This is an optimization exercise on Yosys and OpenROAD, whose aim is small area and a short achievable clock period, not a production implementation. Function was not checked in any run shown here: the RTL went through the layout flow alone. Power is estimated from default activity; no workload was simulated.

## flow/design.v (module list and top-level ports; edited modules follow where they fit)
// module add4rpl: 23 lines
// module addsub8: 34 lines
// module alu_log: 23 lines
// module bcd_adj: 52 lines
// module mx81_8: 64 lines
// module rg8l: 19 lines
// module rg8l2: 28 lines
// module s_reg: 41 lines
// module adl_mux: 28 lines
// module adh_mux: 25 lines
// module prog_cnt: 71 lines
// module m6502alu: 120 lines
// module op_dcd: 1212 lines
// module op_sel: 501 lines
// module m6502_org: 186 lines
module m6502_org (clk,
   addr,
   dataenb,
   datai,
   datao,
   irq_n,
   nmi_n,
   sob_n,
   res_n,
   rdy,
   vpa,
   sync,
   we_n
   );
  // ...
==> flow/flow/run.sh <==
#!/bin/bash
set -e
cp standard.sh standard_copy.sh.txt
export BUFFER_PORTS_ARGS="-buffer_cell sky130_fd_sc_hd__buf_4"
bash standard.sh > standard.log 2>&1
==> flow/standard.sh <==
#!/bin/bash
# synth_recipe.tcl (not shown) runs the flow's synth.tcl, then flattens the netlist and writes it again
# the make line also repeats each setting of config.mk as NAME=value (left out here)
make -C /OpenROAD-flow-scripts/flow DESIGN_CONFIG=/design/flow/config.mk WORK_HOME=/design/flow/orfs CLKGATE_MAP_FILE= SYNTH_SCRIPT=/design/flow/synth_recipe.tcl "${@:-finish}"
==> flow/config.mk <==
export PLATFORM = sky130hd
export DESIGN_NAME = m6502_org
export DESIGN_NICKNAME = m6502_org
export VERILOG_FILES = /design/flow/design.v
export SDC_FILE = /design/flow/constraint.sdc
export NUM_CORES = 4
export LEC_CHECK = 0
export ABC_AREA = 1
export CAP_MARGIN = 20
export CORE_MARGIN = 2
export CORE_UTILIZATION = 40
export PLACE_DENSITY = 0.6
export SETUP_SLACK_MARGIN = 3
export SLEW_MARGIN = 20
==> flow/constraint.sdc <==
create_clock -name core_clock -period 10.0 [get_ports {clk}]
set_input_delay 2.0000 -clock core_clock [delete_from_list [all_inputs] [get_ports {clk}]]
set_output_delay 2.0000 -clock core_clock [all_outputs]
set_load 0.01 [all_outputs]
==> qor.txt, run 1 <==
Largest stage delay on the critical path - 0.33 ns
Routed wl met2 - 25300 um
Synth Instances - 2141
Launch instance of the worst min-delay path - sm.nmi1
DR iter-0 viols - 1912
Fin crit period - 5.55 ns
Lkg Pwr - 0.00722 uW
Fraction of the cycle the final worst path needs - 55.5%
Most used routing layer in global routing - met2
# Post-CTS Setup Buffers - 0
Site Rows - 67
RSZ-0062 raised after global routing - no
Met1 Routed Length - 25600 um
Beginning of the worst register-to-register path - alu.jreg[4]
Mapped Avg Cell Area - 6.41 sq um
Initial Util - 40.8%
CP Launch Point - sm.alu_ctl[7]
Count of multi-input gates - 1643
Residual antenna-violating net count after detailed routing - 0
Switching power - 1550 uW
Clock-cell share of area - 4.23%
Non-clock buffer count in the final layout - 51
Commonest non-fill, non-tap cell in the layout - sky130_fd_sc_hd__nand2_1
Clk. pwr - 708 uW
Net count of the finished layout - 2230
Worst hold endpoint - sm.nmi2
Total power of the final layout - 3250 uW
DP Worst Slack - 5.01 ns
Result of the run - timing/DRC/antenna clean
Power drawn by the combinational cells - 1560 uW
First-pass GRT wire length - 88500 um
Maximum number of pins on one net before global-route repair - 49
Worst-case clock skew - 0.0214 ns
Post-route cell area - 0.0150 sq mm
Metal3 WL - 5900 um
Critical Path End - datao[0]
Arrival @ worst endpoint - 3.55 ns
Proportion of power drawn by flip-flops and latches - 30.4%
Well-Tap Cells - 448
==> inputs of run 2 (changes only) <==
--- a/flow/config.mk
+++ b/flow/config.mk
@@ -11,4 +11,4 @@
 export CORE_UTILIZATION = 40
 export PLACE_DENSITY = 0.6
-export SETUP_SLACK_MARGIN = 3
+export SETUP_SLACK_MARGIN = 4
 export SLEW_MARGIN = 20
==> qor.txt, run 2 <==
Regs by FF count - pc.pc (16), sm.alu_ctl (12)
Initial antenna violation count - 2
PwrDens - 217 mW/mm^2
Leftover overflow at the end of global routing - 0
Most instantiated library cell after synthesis - sky130_fd_sc_hd__nand2_1
Core area - 0.0336 sq mm
Instance count on the critical path - 17
Result of the run - timing/DRC/antenna clean
Number of vias after detailed routing - 15395
Synth Instances - 2141 (unchanged)
Count of instances resized after the clock tree is built - 0
Required time at the worst-slack endpoint - 8.00 ns
Syn Nets - 2215
Largest stage delay on the critical path - 0.33 ns (about the same)
Worst-case clock skew - 0.0214 ns (unchanged)
Highest net fanout along the worst path - 8
Htree depth - 4
Net count of the finished layout - 2230 (unchanged)
Commonest non-fill, non-tap cell in the layout - sky130_fd_sc_hd__nand2_1
Worst slew pin tran - 1.17 ns
Total of buffers placed on input and output ports - 41
Reg-to-reg setup timing slack - 5.25 ns
Non-filler instance count after layout - 2618
Vertical extent of the die - 189 um
Number of buffers and inverters on the critical path - 4
Primary FF master, synth - sky130_fd_sc_hd__edfxtp_1
Cell class contributing the biggest share of worst-path delay - simple AND/OR/NAND/NOR gates
Final-report max-slew violation count - 0
Worst hold path class - reg2reg
Arrival @ worst endpoint - 3.55 ns (about the same)
Reg-to-reg endpoint - drg.ido[5]
Mapped Avg Cell Area - 6.41 sq um (unchanged)
CTS Buf Count - 17
Most frequent cell on the critical path - sky130_fd_sc_hd__nand2_1
Number of iterations in the first detailed-routing pass - 7
Site Rows - 67 (unchanged)
Insertion delay to the later sink of the worst-skew pair - 0.46 ns
Die width - 189 um
Residual antenna-violating net count after detailed routing - 0 (unchanged)
Hold depth - 0
Slowest library cell on the worst path - sky130_fd_sc_hd__dfxtp_1
Clock Sink Count - 159
# IOs - 42
Count of placed standard cells including taps - 2585
Most frequent cells in the layout - sky130_fd_sc_hd__nand2_1 (614), sky130_fd_sc_hd__inv_1 (259), sky130_fd_sc_hd__nor2_1 (256)
RSZ-0062 raised after global routing - no
DR iter-0 viols - 1912 (unchanged)
Synthesized cell area - 0.0137 sq mm
Cells along the critical path - inv_1 > nand2_1 > nor2_1 > a32o_1 > xor2_1 > inv_1 > ha_1 > o211ai_1 > nand3_1 > nand3_1 > nand2_1 > nand2_1 > nand2_1 > inv_1 > nand2_1 > nand2_1 > buf_4
Max FFs per register - 16
First-pass GRT wire length - 88500 um (unchanged)
CTS tree - done
Register area share after synthesis - 29.9%
Setup TNS Final - 0 ns
Via density - 5.88
Number of setup violations in the final report - 0
Reg with most FFs - pc.pc
Initial Util - 40.8% (unchanged)
Beginning of the worst register-to-register path - alu.jreg[4]
Final Hold Fails - 0
CP Launch Point - sm.alu_ctl[7]
Via count of the first global-routing pass - 14362
Top area cells in the synthesized netlist - sky130_fd_sc_hd__edfxtp_1 (20%), sky130_fd_sc_hd__nand2_1 (17%), sky130_fd_sc_hd__dfxtp_1 (9.8%), sky130_fd_sc_hd__inv_1 (7.1%), sky130_fd_sc_hd__nor2_1 (7.0%)
Share of post-route cells with drive strength above 1 - 6.87%
Post-synthesis register bit count - 159
Clock transition at the register clock pins on the worst setup and hold paths after CTS - 0.07 ns
Number of enable-type register cells in the synthesized netlist - 92
Gr usage total - 32.8%
Fin crit period - 5.55 ns (unchanged)
Routed length per placed instance - 22.4 um
# Post-CTS Setup Buffers - 0 (unchanged)
Worst slew margin - 21.7%
Peak supply drop - 0.138 mV
Count of maximum capacitance violations - 0
Maximum clock path buffer count - 2
Area leader, netlist - sky130_fd_sc_hd__edfxtp_1
Startpoint type of the worst setup path - register
CTS Hold Buffers Added - 0
Clock tree root buffer cell - sky130_fd_sc_hd__clkbuf_16
Detailed Place HPWL - 46200 um
Synth cell count leaders - sky130_fd_sc_hd__nand2_1 (614), sky130_fd_sc_hd__inv_1 (259), sky130_fd_sc_hd__nor2_1 (256)
Worst R2R Path Depth - 20
Final routed DRC violation total - 0
RePlAce Congestion - 1.03
Fraction of synthesis flops using an asynchronous set or reset pin - 0%
Crit path kind - reg2out
Share of the synthesized area in the top cell type - 20.1%
Fmax - 180 MHz
Area Growth Syn to Fin - 9.45%
Maximum number of pins on one net before global-route repair - 49 (unchanged)
Worst setup EP type - output port
Fraction of the cycle the final worst path needs - 55.5% (unchanged)
Lkg Pwr - 0.00722 uW (unchanged)
Overall die area - 0.0358 sq mm
Critical Path End - datao[0]
Synth cell types - 59
Final-layout worst hold slack - 0.364 ns
Final wirelength - 58700 um
Synth Warn # - 7
-- run 2: per-stage QoR --
step	instance area (sq um)	utilization, %	total power, uW	setup slack, ns
2_1_floorplan	13700	-	2000	5.70
4_1_cts	15000	44.7	3230	4.50
5_1_grt	15000	44.7	3480	4.21
3_5_place_dp	14400	42.8	2520	5.01
3_3_place_gp	14400	42.8	2510	5.10
6_report	15000	44.7	3250	4.45
-- run 2: layout make-up --
class                      instances  area [sq um]
inverter                         284          1070
multi-input combinational       1643          8260
timing repair buffer              51           383
tap                              448           561
sequential                       159          4100
antenna                            1          2.50
fill                            3561         18600
clock inverter                    15           210
clock buffer                      17           425
-- run 2: per-layer routing --
layer	up-vias	GRT usage [%]	share of wire, %	wire (um)
met3	129	7.17	10	5900
met1	7234	45.6	44	25600
met2	882	50.0	43	25300
met4	2	11.6	3.3	1920
met5	-	0	0.019	11
li1	7148	-	-	-
-- run 2: kinds of logic after synthesis --
kind of cell,share of synthesized area [%]
AND/OR/NAND/NOR,36.8
adder cells (fa/ha/maj),5.85
XOR/XNOR,1.53
buffers and inverters,9.87
AO/OA/AOI/OAI,16.0
flip-flops,29.9
-- run 2: where the power goes --
part           switching (uW)  internal, uW  leakage, uW  total (uW)
clock                     341           367     0.000309         708
sequential                138           849      0.00150         987
combinational            1070           488      0.00542        1560
-- run 2: worst register-to-register path, stage by stage, from the launching register on --
cell	delay, ns
sky130_fd_sc_hd__edfxtp_1	0.47
sky130_fd_sc_hd__ha_1	0.26
sky130_fd_sc_hd__fa_1	0.45
sky130_fd_sc_hd__nand2_1	0.10
sky130_fd_sc_hd__inv_1	0.04
sky130_fd_sc_hd__nor2_1	0.18
sky130_fd_sc_hd__inv_1	0.13
sky130_fd_sc_hd__nand2_1	0.08
sky130_fd_sc_hd__nand2_1	0.05
sky130_fd_sc_hd__a21oi_1	0.18
sky130_fd_sc_hd__inv_1	0.11
sky130_fd_sc_hd__nand2_1	0.11
sky130_fd_sc_hd__nor2_1	0.08
sky130_fd_sc_hd__fa_1	0.44
sky130_fd_sc_hd__nand2_1	0.07
sky130_fd_sc_hd__o21ai_0	0.07
sky130_fd_sc_hd__o211ai_1	0.27
sky130_fd_sc_hd__nand3_1	0.45
sky130_fd_sc_hd__o21ai_1	0.76
sky130_fd_sc_hd__nand2_1	0.14
sky130_fd_sc_hd__o21ai_0	0.14
-- run 2: worst min path at each step --
stage | slack [ns] | start | end
2_1_floorplan | 0.33 | sm.nmi1 | sm.nmi2
3_3_place_gp | 0.35 | sm.nmi1 | sm.nmi2
3_5_place_dp | 0.36 | sm.nmi1 | sm.nmi2
4_1_cts | 0.37 | sm.nmi1 | sm.nmi2
5_1_grt | 0.37 | sm.nmi1 | sm.nmi2
6_report | 0.36 | sm.nmi1 | sm.nmi2
==> inputs of run 3 (changes only) <==
--- a/flow/config.mk
+++ b/flow/config.mk
@@ -11,4 +11,4 @@
 export CORE_UTILIZATION = 40
 export PLACE_DENSITY = 0.6
-export SETUP_SLACK_MARGIN = 4
+export SETUP_SLACK_MARGIN = 5
 export SLEW_MARGIN = 20
==> qor.txt, run 3 <==
Net count of the finished layout - 2293 (+2.8%)
Count of maximum capacitance violations - 0 (unchanged)
Register area share after synthesis - 29.9% (unchanged)
Clock tree root buffer cell - sky130_fd_sc_hd__clkbuf_16
Worst setup EP type - output port
Via density - 5.88 (about the same)
Non-filler instance count after layout - 2680 (+2.4%)
Worst slew pin tran - 1.11 ns (-0.0627 ns)
Mapped Avg Cell Area - 6.41 sq um (unchanged)
Fin crit period - 5.07 ns (-0.476 ns)
Detailed Place HPWL - 46200 um (unchanged)
Site Rows - 67 (unchanged)
Final Hold Fails - 0 (unchanged)
Gr usage total - 33.2% (+0.41 points)
RSZ-0062 raised after global routing - yes
Synth cell count leaders - sky130_fd_sc_hd__nand2_1 (614), sky130_fd_sc_hd__inv_1 (259), sky130_fd_sc_hd__nor2_1 (256)
Fmax - 197 MHz (+9.4%)
First-pass GRT wire length - 89800 um (+1.5%)
Arrival @ worst endpoint - 3.07 ns (-0.48 ns)
Antenna fix cells - 0 (-1)
Share of the synthesized area in the top cell type - 20.1% (unchanged)
PwrDens - 219 mW/mm^2 (+1.2%)
Total of buffers placed on input and output ports - 41 (unchanged)
Overall die area - 0.0358 sq mm (unchanged)
Synth Warn # - 7 (unchanged)
Worst-case clock skew - 0.0201 ns (-0.00127 ns)
DR iter-0 viols - 1945 (+1.7%)
Vertical extent of the die - 189 um (unchanged)
Commonest non-fill, non-tap cell in the layout - sky130_fd_sc_hd__nand2_1
Final-report max-slew violation count - 0 (unchanged)
# IOs - 42 (unchanged)
Clock Sink Count - 159 (unchanged)
Leftover overflow at the end of global routing - 0 (unchanged)
Most instantiated library cell after synthesis - sky130_fd_sc_hd__nand2_1
Highest net fanout along the worst path - 3 (-5)
Final routed DRC violation total - 0 (unchanged)
Lkg Pwr - 0.00761 uW (+5.3%)
Startpoint type of the worst setup path - register
Peak supply drop - 0.154 mV (+12%)
Area Growth Syn to Fin - 15.6%
Syn Nets - 2215 (unchanged)
Clock transition at the register clock pins on the worst setup and hold paths after CTS - 0.07 ns (about the same)
Maximum number of pins on one net before global-route repair - 49 (unchanged)
CTS Buf Count - 17 (unchanged)
Post-synthesis register bit count - 159 (unchanged)
Maximum clock path buffer count - 2 (unchanged)
Crit path kind - reg2out
Number of vias after detailed routing - 15766 (+2.4%)
Worst slew margin - 25.9% (+4.2 points)
Required time at the worst-slack endpoint - 8.00 ns (about the same)
Final wirelength - 59800 um (+1.9%)
Die width - 189 um (unchanged)
Most frequent cells in the layout - sky130_fd_sc_hd__nand2_1 (589), sky130_fd_sc_hd__inv_1 (249), sky130_fd_sc_hd__nor2_1 (246)
Setup TNS Final - 0 ns (unchanged)
Synth Instances - 2141 (unchanged)
Insertion delay to the later sink of the worst-skew pair - 0.46 ns (about the same)
Number of iterations in the first detailed-routing pass - 7 (unchanged)
Residual antenna-violating net count after detailed routing - 0 (unchanged)
Fraction of synthesis flops using an asynchronous set or reset pin - 0% (unchanged)
Initial antenna violation count - 1 (-1)
Regs by FF count - pc.pc (16), sm.alu_ctl (12)
Share of post-route cells with drive strength above 1 - 13.0% (+6.1 points)
Routed length per placed instance - 22.3 um (-0.47%)
Fill cells - 3497 (-1.8%)
Reg with most FFs - pc.pc
Worst hold path class - reg2reg
Number of enable-type register cells in the synthesized netlist - 92 (unchanged)
Area leader, netlist - sky130_fd_sc_hd__edfxtp_1
Slowest library cell on the worst path - sky130_fd_sc_hd__edfxtp_1
Synthesized cell area - 0.0137 sq mm (unchanged)
Primary FF master, synth - sky130_fd_sc_hd__edfxtp_1
Max FFs per register - 16 (unchanged)
Count of placed standard cells including taps - 2585 (unchanged)
Fraction of the cycle the final worst path needs - 50.7% (-4.8 points)
Initial Util - 40.8% (unchanged)
RePlAce Congestion - 1.03 (unchanged)
Number of setup violations in the final report - 0 (unchanged)
Via count of the first global-routing pass - 14679 (+2.2%)
Synth cell types - 59 (unchanged)
Result of the run - timing/DRC/antenna clean
CTS tree - done
Largest stage delay on the critical path - 0.47 ns (+0.14 ns)
Core area - 0.0336 sq mm (unchanged)
Htree depth - 4 (unchanged)
Top area cells in the synthesized netlist - sky130_fd_sc_hd__edfxtp_1 (20%), sky130_fd_sc_hd__nand2_1 (17%), sky130_fd_sc_hd__dfxtp_1 (9.8%), sky130_fd_sc_hd__inv_1 (7.1%), sky130_fd_sc_hd__nor2_1 (7.0%)
Cells along the critical path - nor2_4 > nand2_2 > o21ai_2 > xor2_1 > inv_1 > buf_4 > buf_4 > buf_4 > ha_1 > nand2_1 > nand3_2 > nand2_2 > nand2_2 > nand2_2 > nor2_4 > nand2_1 > o21ai_1 > nand2_1 > o21ai_1 > buf_4
[run 3: cell types whose count changed in the layout (fill, tap and decap cells not counted), sizes merged]
cell / change
clkinvlp: +1
inv: -1
buf: +63
diode: -1
[run 3: power breakdown]
| part | switching [uW] | internal, uW |
|---|---|---|
| Sequential | 135 | 850 |
| Combinational | 1150 | 624 |
| Clock | 343 | 367 |
[run 3: final cells by class]
cell class | instances | area [sq um] | area share (%)
inverter | 284 | 1070 | 6.78
tap | 448 | 561 | 3.54
sequential | 159 | 4110 | 25.9
timing repair buffer | 114 | 900 | 5.67
clock inverter | 15 | 210 | 1.33
clock buffer | 17 | 425 | 2.68
multi-input combinational | 1643 | 8580 | 54.1
[run 3: kinds of logic (layout without fill, tap and decap cells)]
family,count (synthesis),after routing,share of synthesized area [%]
simple gates,1184,1184,36.8
compound gates,375,375,16.0
buf+inv,339,430,9.87
flops,159,159,29.9
fa+ha+maj,60,60,5.85
xor+xnor,24,24,1.53
[run 3: final timing paths]
kind | startpoint | endpoint | slack [ns] | cells past startpoint
setup / recovery | sm.alu_ctl[8] | addr[14] | 4.93 | 20
hold reg to reg | sm.nmi1 | sm.nmi2 | 0.36 | 0
setup reg to reg | sm.alu_ctl[8] | alu.jreg[7] | 5.08 | 34
hold / removal | sm.nmi1 | sm.nmi2 | 0.36 | 0
[run 3: routing by layer]
layer / share of wire, % / global-route usage (%) / vias up
met5: 0.022 / 0 / -
met3: 9.8 / 6.38 / 127
met2: 44 / 50.9 / 902
met4: 3.3 / 11.8 / 2
li1: - / - / 7284
met1: 43 / 46.5 / 7451
[run 3: through the flow]
| step | cell area [sq um] | util [%] | worst slack (ns) | hold WS, ns | total power (uW) |
|---|---|---|---|---|---|
| 6_report | 15900 | 47.2 | 4.93 | 0.364 | 3470 |
| 5_1_grt | 15900 | 47.2 | 4.77 | 0.370 | 3700 |
| 4_1_cts | 15500 | 46.1 | 4.94 | 0.366 | 3340 |
| 3_3_place_gp | 14400 | 42.8 | 5.10 | 0.351 | 2510 |
| 2_1_floorplan | 13700 | - | 5.70 | 0.331 | 2000 |
| 3_5_place_dp | 14400 | 42.8 | 5.01 | 0.356 | 2520 |
[run 3: what timing repair did]
item | in CTS | in global routing
gates resized for setup | 47 | 68
hold buffers | 0 | 0
pin swaps | 34 | 33
setup buffers | 50 | 13
endpoints found under the setup margin | 17 | 30
[run 3: worst max-delay path: cells and delay by family, from the launching register on]
kind / cells / cell delay, ns
AND/OR/NAND/NOR: 10 / 0.85
buffers and inverters: 5 / 0.63
flip-flops: 1 / 0.47
XOR/XNOR: 1 / 0.27
AO/OA/AOI/OAI: 3 / 0.19
adder cells (fa/ha/maj): 1 / 0.19
==> inputs of run 4 (changes only) <==
--- a/flow/config.mk
+++ b/flow/config.mk
@@ -11,4 +11,4 @@
 export CORE_UTILIZATION = 40
 export PLACE_DENSITY = 0.6
-export SETUP_SLACK_MARGIN = 5
+export SETUP_SLACK_MARGIN = 4.7
 export SLEW_MARGIN = 20
==> qor.txt, run 4 <==
Result of the run - timing/DRC/antenna clean
Crit path kind - reg2out
Initial Util - 40.8% (unchanged)
Synth cell types - 59 (unchanged)
Number of enable-type register cells in the synthesized netlist - 92 (unchanged)
Largest stage delay on the critical path - 0.44 ns (-0.03 ns)
Synthesized cell area - 0.0137 sq mm (unchanged)
Via density - 5.87 (-0.22%)
Site Rows - 67 (unchanged)
Register area share after synthesis - 29.9% (unchanged)
Number of setup violations in the final report - 0 (unchanged)
CTS Buf Count - 17 (unchanged)
Worst-case clock skew - 0.0256 ns (+0.00553 ns)
Reg with most FFs - pc.pc
Total area of multi-input combinational cells - 0.00841 sq mm (-1.9%)
Core area - 0.0336 sq mm (unchanged)
Leftover overflow at the end of global routing - 0 (unchanged)
Lkg Pwr - 0.00731 uW (-3.9%)
Fraction of the cycle the final worst path needs - 52.0% (+1.4 points)
First-pass GRT wire length - 88600 um (-1.3%)
Detailed Place HPWL - 46200 um (unchanged)
Fraction of synthesis flops using an asynchronous set or reset pin - 0% (unchanged)
Setup TNS Final - 0 ns (unchanged)
Worst slew margin - 20.8% (-5.1 points)
Share of the synthesized area in the top cell type - 20.1% (unchanged)
Final routed DRC violation total - 0 (unchanged)
Routed length per placed instance - 22.4 um (+0.41%)
Initial antenna violation count - 2 (+1)
Via count of the first global-routing pass - 14371 (-2.1%)
Max FFs per register - 16 (unchanged)
DR iter-0 viols - 1900 (-2.3%)
Finished Core Util - 45.4% (-1.8 points)
Count of maximum capacitance violations - 0 (unchanged)
Startpoint type of the worst setup path - register
Synth Instances - 2141 (unchanged)
Highest net fanout along the worst path - 3 (unchanged)
Htree depth - 4 (unchanged)
Commonest non-fill, non-tap cell in the layout - sky130_fd_sc_hd__nand2_1
Post-synthesis register bit count - 159 (unchanged)
Most used routing layer in global routing - met2
Peak supply drop - 0.140 mV (-8.9%)
Reg-to-reg setup timing slack - 5.30 ns (+0.22 ns)
Area Growth Syn to Fin - 11.2%
Primary FF master, synth - sky130_fd_sc_hd__edfxtp_1
Fmax - 192 MHz (-2.6%)
Net count of the finished layout - 2241 (-2.3%)
RePlAce Congestion - 1.03 (unchanged)
Share of post-route cells with drive strength above 1 - 9.04% (-4.0 points)
Clock transition at the register clock pins on the worst setup and hold paths after CTS - 0.07 ns (about the same)
Met2 track utilization from global routing - 50.1% (-0.72 points)
Proportion of power drawn by flip-flops and latches - 29.9% (+1.6 points)
Die width - 189 um (unchanged)
Residual antenna-violating net count after detailed routing - 0 (unchanged)
Global routing usage on met1 - 45.6% (-0.87 points)
Register area - 0.00411 sq mm (unchanged)
Final Hold Fails - 0 (unchanged)
Vertical extent of the die - 189 um (unchanged)
PwrDens - 217 mW/mm^2 (-1.0%)
Required time at the worst-slack endpoint - 8.00 ns (about the same)
Syn Nets - 2215 (unchanged)
# IOs - 42 (unchanged)
Clock tree root buffer cell - sky130_fd_sc_hd__clkbuf_16
Area leader, netlist - sky130_fd_sc_hd__edfxtp_1
Most frequent cells in the layout - sky130_fd_sc_hd__nand2_1 (601), sky130_fd_sc_hd__inv_1 (255), sky130_fd_sc_hd__nor2_1 (249)
Maximum clock path buffer count - 2 (unchanged)
Gr usage total - 32.8% (-0.38 points)
Slowest library cell on the worst path - sky130_fd_sc_hd__edfxtp_1
Non-filler instance count after layout - 2629 (-1.9%)
Most instantiated library cell after synthesis - sky130_fd_sc_hd__nand2_1
RSZ-0062 raised after global routing - yes
Arrival @ worst endpoint - 3.20 ns (+0.13 ns)
Final wirelength - 58900 um (-1.5%)
Cells along the critical path - inv_1 > nor2_2 > nand2_2 > o21ai_2 > xor2_1 > inv_1 > ha_1 > o211ai_1 > nand3_1 > nand2_1 > nand2_1 > nand2_2 > nand2_1 > nor2_2 > nand2_1 > o21ai_0 > a22o_1 > buf_6
Insertion delay to the later sink of the worst-skew pair - 0.47 ns (about the same)
Number of iterations in the first detailed-routing pass - 6 (-1)
Clock Sink Count - 159 (unchanged)
Worst hold path class - reg2reg
Internal Dissipation - 1730 uW (-5.9%)
Synth Warn # - 7 (unchanged)
Synth cell count leaders - sky130_fd_sc_hd__nand2_1 (614), sky130_fd_sc_hd__inv_1 (259), sky130_fd_sc_hd__nor2_1 (256)
Mapped Avg Cell Area - 6.41 sq um (unchanged)
Final-report max-slew violation count - 0 (unchanged)
Regs by FF count - pc.pc (16), sm.alu_ctl (12)
Proportion of total power due to net switching - 47.7% (+0.64 points)
Worst slew pin tran - 1.18 ns (+0.0708 ns)
Overall die area - 0.0358 sq mm (unchanged)
Number of vias after detailed routing - 15432 (-2.1%)
Fin crit period - 5.20 ns (+0.135 ns)
Maximum number of pins on one net before global-route repair - 49 (unchanged)
Total of buffers placed on input and output ports - 41 (unchanged)
Clock network fraction of total power - 21.4% (+0.9 points)
GRT met3 Usage - 7.17% (+0.80 points)
Switching power - 1580 uW (-3.4%)
Top area cells in the synthesized netlist - sky130_fd_sc_hd__edfxtp_1 (20%), sky130_fd_sc_hd__nand2_1 (17%), sky130_fd_sc_hd__dfxtp_1 (9.8%), sky130_fd_sc_hd__inv_1 (7.1%), sky130_fd_sc_hd__nor2_1 (7.0%)
Combinational power share - 48.8% (-2.4 points)
Fill cells - 3543 (+1.3%)
Worst setup EP type - output port
Most frequent cell on the critical path - sky130_fd_sc_hd__nand2_1
Count of placed standard cells including taps - 2585 (unchanged)
CTS tree - done
## run 4: cell counts after synthesis
No cell type changed its count.
## run 4: kinds of logic after synthesis
kind of cell | after synthesis | share of synthesized area, %
AOI/OAI and AO/OA | 375 | 16.0
buffers and inverters | 339 | 9.87
xor gates and xnor gates | 24 | 1.53
and+or+nand+nor | 1184 | 36.8
adders and majority gates | 60 | 5.85
DFF | 159 | 29.9
## run 4: layout make-up
type / count / share of cell area (%)
multi-input combinational: 1643 / 55.1
sequential: 159 / 26.9
inverter: 284 / 7.04
tap: 448 / 3.67
timing repair buffer: 62 / 3.07
clock buffer: 17 / 2.79
clock inverter: 15 / 1.38
antenna: 1 / 0.0164
## run 4: power groups by stage
stage / logic (uW) / registers (uW) / clock network (uW)
4_1_cts: 1540 / 983 / 712
3_3_place_gp: 1510 / 998 / 0
2_1_floorplan: 1080 / 924 / 0
6_report: 1610 / 988 / 707
3_5_place_dp: 1520 / 997 / 0
5_1_grt: 1800 / 1000 / 742
## run 4: worst max-delay path: cells and delay by family, from the launching register on
| family | cells | cell delay [ns] |
|---|---|---|
| fa+ha+maj | 1 | 0.30 |
| xor+xnor | 1 | 0.26 |
| simple gates | 9 | 0.84 |
| compound gates | 4 | 0.55 |
| flops | 1 | 0.44 |
| buf+inv | 3 | 0.37 |
## run 4: timing repair
action | CTS | global route
pin swaps | 1 | 16
hold buffers | 0 | 0
buffers inserted | 1 | 10
resized for setup | 4 | 54
setup endpoints to repair | 8 | 17
## run 4: stage by stage
stage                     worst slack (ns)  hold WS, ns  instance area (sq um)  power, uW
after global routing                  4.58        0.370                  15300       3540
after global placement                5.10        0.351                  14400       2510
after CTS                             4.65        0.366                  15000       3230
final                                 4.80        0.364                  15300       3310
after floorplan                       5.70        0.331                  13700       2000
after detailed placement              5.01        0.356                  14400       2520
## run 4: metal layers
layer / wire (um) / up-vias
met2: 25500 / 878
met3: 5910 / 140
li1: - / 7187
met4: 1970 / 2
met5: 11 / -
met1: 25500 / 7225
## run 4: path summary, 6_finish.rpt
| path | depth (start not counted) | to | startpoint |
|---|---|---|---|
| max | 18 | addr[13] | sm.alu_ctl[8] |
| min | 0 | sm.nmi2 | sm.nmi1 |
| max reg2reg | 27 | pc.pc[15] | alu.jreg[4] |
| min reg2reg | 0 | sm.nmi2 | sm.nmi1 |
==> module m6502alu, before the edit <==
module m6502alu (clk,
   datai,
   datao,
   alu_ctl,
   alu_ctl_nx,
   alu_ld,
   alu2op,
   alu_out,
   alu_bin);
input   clk;
input   [7:0] datai;
input   [7:0] datao;
input   [11:0] alu_ctl;
input   [11:0] alu_ctl_nx;    
input   [2:0] alu_ld;
output  [5:0] alu2op;
output  [7:0] alu_out;
output  [7:0] alu_bin;       
reg     [7:0] jreg;
reg     [7:0] kreg;
reg     [7:0] bx;      
function [7:0] addb;
   input [11:0] ctl;
   input [7:0]  k;
   reg   [7:0]  b;
   begin
      b = ctl[7:6] == 2'b00 ? 8'h00 :
          ctl[7:6] == 2'b01 ? {{7{k[7]}}, 1'b1} : k;
      addb = b ^ {8{ctl[0]}};
   end
endfunction
wire [7:0] kreg_nx = alu_ld[2] ? datai : kreg;
always @(posedge clk) begin
   if (alu_ld[0] | alu_ld[1])
      jreg <= alu_ld[0] ? datai : datao;
   kreg <= kreg_nx;
   bx   <= addb(alu_ctl_nx, kreg_nx);
end
wire       sub    = alu_ctl[0];
wire       cin    = alu_ctl[4];
wire       bcd_en = alu_ctl[3];
wire [1:0] bsel   = alu_ctl[7:6];
wire       addbcd = bcd_en & ~sub;
wire       subbcd = bcd_en & sub;
wire [7:0] p = jreg ^ bx;
wire [7:0] g = jreg & bx;
wire c1 = g[0] | p[0] & cin;
wire c2 = g[1] | p[1] & g[0] | p[1] & p[0] & cin;
wire c3 = g[2] | p[2] & g[1] | p[2] & p[1] & g[0] | p[2] & p[1] & p[0] & cin;
wire c4 = g[3] | p[3] & g[2] | p[3] & p[2] & g[1] | p[3] & p[2] & p[1] & g[0] |
          p[3] & p[2] & p[1] & p[0] & cin;           
wire [3:0] sl = p[3:0] ^ {c3, c2, c1, cin};
wire       sl_ge10 = sl[3] & (sl[2] | sl[1]);
wire lo_a6 = addbcd & (c4 | sl_ge10);
wire lo_aa = subbcd & ~c4;
wire [3:0] lo6 = {sl[3] ^ (sl[2] | sl[1]), ~(sl[2] ^ sl[1]), ~sl[1], sl[0]};
wire [3:0] loa = {~(sl[3] ^ (sl[2] & sl[1])), sl[2] ^ sl[1], ~sl[1], sl[0]};
wire [3:0] out_lo = lo_aa ? loa : lo_a6 ? lo6 : sl;
wire       cin4l = addbcd & sl_ge10;
wire h5g = g[4];
wire h5p = p[4];
wire h6g = g[5] | p[5] & g[4];
wire h6p = p[5] & p[4];
wire h7g = g[6] | p[6] & g[5] | p[6] & p[5] & g[4];
wire h7p = p[6] & p[5] & p[4];
wire h8g = g[7] | p[7] & g[6] | p[7] & p[6] & g[5] | p[7] & p[6] & p[5] & g[4];
wire h8p = p[7] & p[6] & p[5] & p[4];
wire [4:0] hs0 = {h8g,       p[7:4] ^ {h7g, h6g, h5g, 1'b0}};
wire [4:0] hs1 = {h8g | h8p, p[7:4] ^ {h7g | h7p, h6g | h6p, h5g | h5p, 1'b1}};
function [4:0] hi_bcd;    
   input [4:0] hs;
   input       m;
   input       aen;
   input       sen;
   reg         hadj, hadj_sub;
   reg   [3:0] hb;
   reg   [4:0] hf;
   begin
      hadj     = aen & (hs[4] | hs[3] & (hs[2] | hs[1] | m & hs[0]));
      hadj_sub = sen & ~hs[4];
      hb       = hadj_sub ? 4'b1010 : hadj ? 4'b0110 : 4'b0000;
      hf       = {1'b0, hs[3:0]} + {1'b0, hb} + {4'b0, m};
      hi_bcd   = {hs[4] | hf[4] & ~hadj_sub, hf[3:0]};
   end
endfunction
wire [4:0] h00 = hi_bcd(hs0, 1'b0, addbcd, subbcd);
wire [4:0] h01 = hi_bcd(hs0, 1'b1, addbcd, subbcd);
wire [4:0] h10 = hi_bcd(hs1, 1'b0, addbcd, subbcd);
wire [4:0] h11 = hi_bcd(hs1, 1'b1, addbcd, subbcd);
wire [4:0] hsel = c4 ? (cin4l ? h11 : h10) : (cin4l ? h01 : h00);
wire [3:0] out_hi   = hsel[3:0];
wire       bcd_cout = hsel[4];
wire       add_cout = c4 ? hs1[4] : hs0[4];
wire       add_out7 = c4 ? hs1[3] : hs0[3];
wire [7:0] dcd = 8'b1 << alu_ctl[10:8];
wire [7:0] log_b_preinv = bsel == 2'b00 ? 8'h00 :
                          bsel == 2'b01 ? dcd : kreg;
wire [7:0] log_b = alu_ctl[11] ? ~log_b_preinv : log_b_preinv;
wire [2:0] log_ctl = alu_ctl[2:0];
wire [7:0] log_out = log_ctl == 3'b010 ? {jreg[6:0], cin} :
                     log_ctl == 3'b011 ? {cin, jreg[7:1]} :
                     log_ctl == 3'b100 ? jreg & log_b :
                     log_ctl == 3'b101 ? jreg | log_b :
                     log_ctl == 3'b110 ? jreg ^ log_b :
                     ~jreg & log_b;
wire log_cout = log_ctl == 3'b010 ? jreg[7] : jreg[0];
wire arith = alu_ctl[2:1] == 2'b00;
wire [7:0] alu_outl = alu_ctl[5] ? 8'h00 :
                      arith ? {out_hi, out_lo} : log_out;
assign alu_out = alu_outl;
wire [3:0] hbin_s = c4 ? hs1[3:0] : hs0[3:0];
assign alu_bin = alu_ctl[5] ? 8'h00 :
                 arith ? {hbin_s, sl} : log_out;
wire alu_cout  = arith ? bcd_cout : log_cout;
wire z_flag    = alu_outl == 8'h00;
wire n_flag    = alu_outl[7];
wire v_flag    = (~sub ^ jreg[7] ^ kreg[7]) & (add_out7 ^ jreg[7]);
wire bra_carry = add_cout ^ kreg[7] ^ (&jreg);
assign alu2op = {n_flag, v_flag, add_cout, bra_carry, z_flag, alu_cout};
endmodule  
==> inputs of run 5 (changes only) <==
--- a/flow/design.v
+++ b/flow/design.v
@@ -440,4 +440,5 @@
 reg     [7:0] kreg;
 reg     [7:0] bx;      
+reg     [7:0] log_b;   
 function [7:0] addb;
    input [11:0] ctl;
@@ -450,4 +451,14 @@
    end
 endfunction
+function [7:0] logb;
+   input [11:0] ctl;
+   input [7:0]  k;
+   reg   [7:0]  b;
+   begin
+      b = ctl[7:6] == 2'b00 ? 8'h00 :
+          ctl[7:6] == 2'b01 ? 8'b1 << ctl[10:8] : k;
+      logb = ctl[11] ? ~b : b;
+   end
+endfunction
 wire [7:0] kreg_nx = alu_ld[2] ? datai : kreg;
 always @(posedge clk) begin
@@ -456,4 +467,5 @@
    kreg <= kreg_nx;
    bx   <= addb(alu_ctl_nx, kreg_nx);
+   log_b <= logb(alu_ctl_nx, kreg_nx);
 end
 wire       sub    = alu_ctl[0];
@@ -513,8 +525,4 @@
 wire       add_cout = c4 ? hs1[4] : hs0[4];
 wire       add_out7 = c4 ? hs1[3] : hs0[3];
-wire [7:0] dcd = 8'b1 << alu_ctl[10:8];
-wire [7:0] log_b_preinv = bsel == 2'b00 ? 8'h00 :
-                          bsel == 2'b01 ? dcd : kreg;
-wire [7:0] log_b = alu_ctl[11] ? ~log_b_preinv : log_b_preinv;
 wire [2:0] log_ctl = alu_ctl[2:0];
 wire [7:0] log_out = log_ctl == 3'b010 ? {jreg[6:0], cin} :
==> qor.txt, run 5 <==
PwrDens - 212 mW/mm^2 (-2.2%)
Initial antenna violation count - 2 (unchanged)
Antenna fix cells - 0 (-1)
Worst setup EP type - output port
Area leader, netlist - sky130_fd_sc_hd__edfxtp_1
Highest net fanout along the worst path - 15 (+12)
Detailed Place HPWL - 48400 um (+4.8%)
Clock tree root buffer cell - sky130_fd_sc_hd__clkbuf_16
Largest stage delay on the critical path - 0.51 ns (+0.07 ns)
Via count of the first global-routing pass - 14558 (+1.3%)
Number of iterations in the first detailed-routing pass - 6 (unchanged)
Switching power - 1540 uW (-2.3%)
Max FFs per register - 16 (unchanged)
Crit path kind - reg2out
Maximum number of pins on one net before global-route repair - 51 (+4.1%)
Final routed DRC violation total - 0 (unchanged)
Fraction of synthesis flops using an asynchronous set or reset pin - 0% (unchanged)
Htree depth - 4 (unchanged)
Initial Util - 40.4% (-0.37 points)
Worst-case clock skew - 0.0173 ns (-0.00837 ns)
Via density - 5.86 (about the same)
Most instantiated library cell after synthesis - sky130_fd_sc_hd__nand2_1
Area Growth Syn to Fin - 10.4%
Clock network fraction of total power - 21.0% (-0.4 points)
Beginning of the worst register-to-register path - alu.jreg[4]
Mapped Avg Cell Area - 6.41 sq um (about the same)
Count of maximum capacitance violations - 0 (unchanged)
Regs by FF count - pc.pc (16), sm.alu_ctl (12)
Most frequent cells in the layout - sky130_fd_sc_hd__nand2_1 (636), sky130_fd_sc_hd__inv_1 (267), sky130_fd_sc_hd__nor2_1 (219)
CTS tree - done
Routed length per placed instance - 23.0 um (+2.4%)
Number of setup violations in the final report - 0 (unchanged)
Setup TNS Final - 0 ns (unchanged)
DR iter-0 viols - 2013 (+5.9%)
Fmax - 194 MHz (+0.94%)
Register area share after synthesis - 30.4% (+0.47 points)
Combinational power share - 47.9% (-0.9 points)
Reg with most FFs - pc.pc
RSZ-0062 raised after global routing - yes
Share of post-route cells with drive strength above 1 - 7.72% (-1.3 points)
Final wirelength - 61300 um (+4.0%)
Commonest non-fill, non-tap cell in the layout - sky130_fd_sc_hd__nand2_1
Worst R2R Path Depth - 25 (-7.4%)
Top area cells in the synthesized netlist - sky130_fd_sc_hd__edfxtp_1 (19%), sky130_fd_sc_hd__nand2_1 (17%), sky130_fd_sc_hd__dfxtp_1 (11%), sky130_fd_sc_hd__nand3_1 (7.2%), sky130_fd_sc_hd__inv_1 (7.2%)
Primary FF master, synth - sky130_fd_sc_hd__edfxtp_1
Reg-to-reg endpoint - pc.pc[15]
Required time at the worst-slack endpoint - 8.00 ns (about the same)
Proportion of total power due to net switching - 47.3% (-0.31 points)
Overall die area - 0.0363 sq mm (+1.3%)
Share of the synthesized area in the top cell type - 19.0% (-1.1 points)
Die width - 190 um (+0.65%)
Arrival @ worst endpoint - 3.16 ns (-0.04 ns)
Number of enable-type register cells in the synthesized netlist - 88 (-4.3%)
Internal Dissipation - 1710 uW (-1.1%)
Worst hold endpoint - sm.nmi2
Insertion delay to the later sink of the worst-skew pair - 0.46 ns (about the same)
Synth cell count leaders - sky130_fd_sc_hd__nand2_1 (637), sky130_fd_sc_hd__inv_1 (267), sky130_fd_sc_hd__nor2_1 (220)
Leftover overflow at the end of global routing - 0 (unchanged)
Most frequent cell on the critical path - sky130_fd_sc_hd__nand2_1
Number of buffers and inverters on the critical path - 2 (-1)
RePlAce Congestion - 1.02 (-0.59%)
Total of buffers placed on input and output ports - 41 (unchanged)
Post-route cell area - 0.0153 sq mm (+0.52%)
Synth cell types - 55 (-6.8%)
Register area - 0.00423 sq mm (+2.9%)
Post-synthesis register bit count - 167 (+5.0%)
First-pass GRT wire length - 91500 um (+3.3%)
Final-report max-slew violation count - 0 (unchanged)
Clock Sink Count - 167 (+5.0%)
Lkg Pwr - 0.00733 uW (+0.30%)
Worst slew margin - 26.8% (+6.1 points)
Gr usage total - 33.9% (+1.0 points)
Proportion of power drawn by flip-flops and latches - 31.1% (+1.2 points)
Total area of multi-input combinational cells - 0.00836 sq mm (-0.58%)
CTS Hold Buffers Added - 0 (unchanged)
Slowest library cell on the worst path - sky130_fd_sc_hd__edfxtp_1
Worst slew pin tran - 1.09 ns (-0.0849 ns)
# IOs - 42 (unchanged)
Reg-to-reg setup timing slack - 5.08 ns (-0.22 ns)
Final Hold Fails - 0 (unchanged)
Site Rows - 68 (+1.5%)
Hold depth - 0 (unchanged)
Synthesized cell area - 0.0139 sq mm (+1.3%)
Core area - 0.0344 sq mm (+2.3%)
Clock transition at the register clock pins on the worst setup and hold paths after CTS - 0.07 ns (about the same)
Cell class contributing the biggest share of worst-path delay - compound AO/OA/AOI/OAI gates
Fin crit period - 5.16 ns (-0.0486 ns)
CTS Buf Count - 17 (unchanged)
Cells along the critical path - ha_1 > nand2_1 > inv_1 > a21oi_1 > nand3_4 > nand2_1 > o21ai_2 > o211ai_1 > o22ai_1 > nand2_1 > o21ai_0 > buf_4
DP Area - 0.0146 sq mm (+1.3%)
Maximum clock path buffer count - 2 (unchanged)
Residual antenna-violating net count after detailed routing - 0 (unchanged)
Synth Warn # - 7 (unchanged)
Launch instance of the worst min-delay path - sm.nmi1
Vertical extent of the die - 190 um (+0.65%)
Final-layout worst hold slack - 0.359 ns (-0.00535 ns)
Net count of the finished layout - 2276 (+1.6%)
Synth Instances - 2170 (+1.4%)
Worst hold path class - reg2reg
Result of the run - timing/DRC/antenna clean
Syn Nets - 2244 (+1.3%)
Fraction of the cycle the final worst path needs - 51.6% (-0.49 points)
Peak supply drop - 0.130 mV (-6.9%)
Number of vias after detailed routing - 15657 (+1.5%)
Startpoint type of the worst setup path - register
Fill cells - 3730 (+5.3%)
## run 5: layout make-up
cell class	count	area share (%)
repair buffers	68	3.33
flip-flops and latches	167	27.5
multi-input cells	1659	54.5
inverters	289	7.07
clock inverters	14	1.03
clock buffers	18	2.80
well taps	455	3.71
## run 5: timing repair
item                       in CTS  in global routing
gates cloned                    0                  0
pin swaps                       0                  1
setup endpoints to repair       2                 15
setup buffers                   0                 18
resized for setup               2                  9
## run 5: how the worst max path moves through the flow
stage | endpoint | from | cells after the start
after floorplan | srg.dataol[7] | rdy | 14
after global placement | sm.domux_sel[2] | rdy | 6
after detailed placement | srg.dataol[7] | rdy | 14
after CTS | addr[10] | sm.alu_ctl[1] | 9
after global routing | addr[15] | alu.jreg[4] | 13
final | addr[15] | alu.jreg[2] | 12
## run 5: routing by layer
layer / vias to the layer above / share of wire, % / track usage [%]
met1: 7280 / 41 / 43.9
met2: 885 / 45 / 54.3
met3: 186 / 9.3 / 6.68
li1: 7302 / - / -
met4: 4 / 5.2 / 15.6
met5: - / 0.031 / 0
## run 5: logic make-up after synthesis
family,share of synthesized area (%)
buffers and inverters,9.86
AOI/OAI and AO/OA,16.3
and+or+nand+nor,36.2
adders and majority gates,5.78
xor gates and xnor gates,1.45
DFF,30.4
## run 5: stage by stage
step           util [%]  setup slack, ns  total power [uW]  instances
4_1_cts            44.1             4.70              3190       2652
3_5_place_dp       42.4             5.07              2510       2620
6_report           44.6             4.84              3250       2670
2_1_floorplan         -             5.97              2010       2170
5_1_grt            44.6             4.64              3470       2670
3_3_place_gp       42.4             5.06              2500       2620
## run 5: power groups by stage
stage	combinational, uW	clock [uW]	sequential [uW]
final	1560	684	1010
after CTS	1490	685	1010
after floorplan	1040	0	966
after detailed placement	1490	0	1030
after global routing	1730	711	1020
after global placement	1480	0	1020
==> inputs of run 6 (changes only) <==
--- a/flow/config.mk
+++ b/flow/config.mk
@@ -11,4 +11,4 @@
 export CORE_UTILIZATION = 40
 export PLACE_DENSITY = 0.6
-export SETUP_SLACK_MARGIN = 4.7
+export SETUP_SLACK_MARGIN = 5
 export SLEW_MARGIN = 20
==> qor.txt, run 6 <==
Result of the run - timing/DRC/antenna clean
Insertion delay to the later sink of the worst-skew pair - 0.46 ns (about the same)
Leftover overflow at the end of global routing - 0 (unchanged)
Maximum clock path buffer count - 2 (unchanged)
Most instantiated library cell after synthesis - sky130_fd_sc_hd__nand2_1
Final routed DRC violation total - 0 (unchanged)
Required time at the worst-slack endpoint - 8.00 ns (about the same)
Final Hold Fails - 0 (unchanged)
RSZ-0062 raised after global routing - yes
Synth cell count leaders - sky130_fd_sc_hd__nand2_1 (637), sky130_fd_sc_hd__inv_1 (267), sky130_fd_sc_hd__nor2_1 (220)
Primary FF master, synth - sky130_fd_sc_hd__edfxtp_1
Lkg Pwr - 0.00749 uW (+2.1%)
Worst setup EP type - output port
Clock transition at the register clock pins on the worst setup and hold paths after CTS - 0.09 ns (+0.02 ns)
Routed length per placed instance - 23.0 um (+0.31%)
Worst slew margin - 28.8% (+1.9 points)
Share of post-route cells with drive strength above 1 - 9.83% (+2.1 points)
Combinational power share - 49.9% (+2.0 points)
Clock network fraction of total power - 20.3% (-0.7 points)
Top area cells in the synthesized netlist - sky130_fd_sc_hd__edfxtp_1 (19%), sky130_fd_sc_hd__nand2_1 (17%), sky130_fd_sc_hd__dfxtp_1 (11%), sky130_fd_sc_hd__nand3_1 (7.2%), sky130_fd_sc_hd__inv_1 (7.2%)
Detailed Place HPWL - 48400 um (unchanged)
Core area - 0.0344 sq mm (unchanged)
Register area - 0.00423 sq mm (unchanged)
CTS Hold Buffers Added - 0 (unchanged)
Synth Warn # - 7 (unchanged)
Crit path kind - reg2out
Arrival @ worst endpoint - 2.95 ns (-0.21 ns)
Number of buffers and inverters on the critical path - 4 (+2)
# IOs - 42 (unchanged)
Synth Instances - 2170 (unchanged)
Reg-to-reg setup timing slack - 5.31 ns (+0.23 ns)
Area Growth Syn to Fin - 12.9%
Final-layout worst hold slack - 0.359 ns (-0.0000820 ns)
Total area of multi-input combinational cells - 0.00849 sq mm (+1.5%)
Proportion of power drawn by flip-flops and latches - 29.8% (-1.3 points)
Worst hold path class - reg2reg
Regs by FF count - pc.pc (16), sm.alu_ctl (12)
Vertical extent of the die - 190 um (unchanged)
Share of the synthesized area in the top cell type - 19.0% (unchanged)
Maximum number of pins on one net before global-route repair - 51 (unchanged)
Via count of the first global-routing pass - 14645 (+0.60%)
Post-synthesis register bit count - 167 (unchanged)
Count of maximum capacitance violations - 0 (unchanged)
Final wirelength - 62100 um (+1.2%)
Proportion of total power due to net switching - 46.8% (-0.51 points)
DR iter-0 viols - 2027 (+0.70%)
Worst slew pin tran - 1.06 ns (-0.0286 ns)
Highest net fanout along the worst path - 7 (-8)
Most frequent cells in the layout - sky130_fd_sc_hd__nand2_1 (635), sky130_fd_sc_hd__inv_1 (265), sky130_fd_sc_hd__nor2_1 (213)
Switching power - 1580 uW (+2.8%)
Mapped Avg Cell Area - 6.41 sq um (unchanged)
Cells along the critical path - buf_4 > nor2_2 > nand2_2 > nand2_1 > nand2_1 > inv_2 > nand2_1 > nand2_1 > nand2_1 > nand2_1 > nor2_4 > inv_1 > buf_4
Synthesized cell area - 0.0139 sq mm (unchanged)
Fraction of synthesis flops using an asynchronous set or reset pin - 0% (unchanged)
Internal Dissipation - 1800 uW (+4.9%)
Max FFs per register - 16 (unchanged)
First-pass GRT wire length - 91800 um (+0.34%)
Residual antenna-violating net count after detailed routing - 0 (unchanged)
Synth cell types - 55 (unchanged)
Site Rows - 68 (unchanged)
Number of setup violations in the final report - 0 (unchanged)
CTS Buf Count - 17 (unchanged)
Via density - 5.87 (+0.12%)
Setup TNS Final - 0 ns (unchanged)
Most frequent cell on the critical path - sky130_fd_sc_hd__nand2_1
Initial Util - 40.4% (unchanged)
Net count of the finished layout - 2299 (+1.0%)
RePlAce Congestion - 1.02 (unchanged)
Commonest non-fill, non-tap cell in the layout - sky130_fd_sc_hd__nand2_1
Fmax - 202 MHz (+4.1%)
Number of iterations in the first detailed-routing pass - 9 (+3)
Slowest library cell on the worst path - sky130_fd_sc_hd__edfxtp_1
Largest stage delay on the critical path - 0.51 ns (about the same)
Gr usage total - 34.0% (+0.15 points)
Cell class contributing the biggest share of worst-path delay - simple AND/OR/NAND/NOR gates
Fill cells - 3672 (-1.6%)
Number of vias after detailed routing - 15816 (+1.0%)
Peak supply drop - 0.144 mV (+10%)
Startpoint type of the worst setup path - register
Htree depth - 4 (unchanged)
Total of buffers placed on input and output ports - 41 (unchanged)
Overall die area - 0.0363 sq mm (unchanged)
Reg with most FFs - pc.pc
CTS tree - done
Fraction of the cycle the final worst path needs - 49.5% (-2.0 points)
Syn Nets - 2244 (unchanged)
Register area share after synthesis - 30.4% (unchanged)
Clock tree root buffer cell - sky130_fd_sc_hd__clkbuf_16
Initial antenna violation count - 1 (-1)
Area leader, netlist - sky130_fd_sc_hd__edfxtp_1
Number of enable-type register cells in the synthesized netlist - 88 (unchanged)
PwrDens - 215 mW/mm^2 (+1.6%)
Final-report max-slew violation count - 0 (unchanged)
Clock Sink Count - 167 (unchanged)
Worst-case clock skew - 0.0185 ns (+0.00121 ns)
Fin crit period - 4.95 ns (-0.205 ns)
Die width - 190 um (unchanged)
run 6: changes by cell type in the layout (fill, tap and decap cells not counted), sizes merged:
| cell | delta |
|---|---|
| diode | +1 |
| buf | +23 |
run 6: timing repair:
item / CTS / global route
buffers inserted: 15 / 26
endpoints found under the setup margin: 15 / 18
pin swaps: 5 / 6
resized for setup: 15 / 29
run 6: through the flow:
stage	cells	instance area (sq um)	total power (uW)	util (%)	worst slack (ns)
2_1_floorplan	2170	13900	2010	-	5.97
3_3_place_gp	2620	14600	2500	42.4	5.06
3_5_place_dp	2620	14600	2510	42.4	5.07
4_1_cts	2667	15300	3240	44.6	4.87
5_1_grt	2693	15700	3590	45.7	4.93
6_report	2694	15700	3380	45.7	5.05
run 6: kinds of logic after synthesis:
| kind of cell | after synthesis | share of synthesized area (%) |
|---|---|---|
| flops | 167 | 30.4 |
| fa+ha+maj | 60 | 5.78 |
| compound gates | 390 | 16.3 |
| buf+inv | 344 | 9.86 |
| xor+xnor | 23 | 1.45 |
| simple gates | 1186 | 36.2 |
run 6: final timing paths:
| kind | startpoint | endpoint | depth (start not counted) |
|---|---|---|---|
| hold / removal | sm.nmi1 | sm.nmi2 | 0 |
| setup / recovery | sm.opcd.ido[4] | sync | 13 |
| setup reg to reg | alu.jreg[5] | pc.pc[14] | 21 |
| hold reg to reg | sm.nmi1 | sm.nmi2 | 0 |
run 6: area by class of cell:
type                    instances  share of cell area, %
inverters                     289                   6.91
clock buffers                  18                   2.73
multi-input cells            1659                   54.1
clock inverters                14                   1.00
diodes                          1                 0.0159
flip-flops and latches        167                   26.9
repair buffers                 91                   4.70
well taps                     455                   3.63
run 6: power by group through the flow:
stage / Sequential, uW / Combinational, uW / Clock, uW
finish: 1010 / 1690 / 685
global route: 1020 / 1860 / 711
detailed placement: 1030 / 1490 / 0
CTS: 1010 / 1550 / 685
floorplan: 966 / 1040 / 0
global placement: 1020 / 1480 / 0
run 6: per-layer routing:
| metal | GRT usage (%) | vias up | share of wire, % |
|---|---|---|---|
| met5 | 0 | - | 0.021 |
| met4 | 16.2 | 2 | 5.4 |
| met3 | 6.13 | 192 | 8.9 |
| met1 | 44.3 | 7374 | 41 |
| met2 | 54.5 | 901 | 45 |
| li1 | - | 7347 | - |

## static timing again, ports no longer ideal
The flow's constraints put no driver on any port. The routed layouts listed below were extracted and timed again, unchanged, in two steps. Step 1 sets driving cells, clkbuf_16 on the clock port and buf_2 on the other inputs (assumed; they add their load-dependent delay and slew). Step 2 also shifts input and output timing later by t, the mid clock arrival at the registers, as if the neighbouring blocks saw the same clock. a / b / c = no drivers / after step 1 / after step 2; a / b = the first two.
run	t (ns)	setup WS [ns]	hold slack, ns	worst register clock-pin slew, ns	cell pins on the clock port's net
run 1	0.506	4.454 / 4.400 / 4.906	0.364 / 0.364 / 0.364	0.09 / 0.09	1
run 2	0.506	4.454 / 4.400 / 4.906	0.364 / 0.364 / 0.364	0.09 / 0.09	1
run 3	0.506	4.930 / 4.877 / 5.079	0.364 / 0.364 / 0.364	0.08 / 0.08	1
run 4	0.511	4.795 / 4.740 / 5.214	0.364 / 0.364 / 0.364	0.09 / 0.09	1
run 5	0.506	4.844 / 4.789 / 5.085	0.359 / 0.359 / 0.359	0.09 / 0.09	1
run 6	0.508	5.048 / 4.994 / 5.091	0.359 / 0.359 / 0.359	0.09 / 0.09	1
After both steps setup and hold are still met in every run listed.
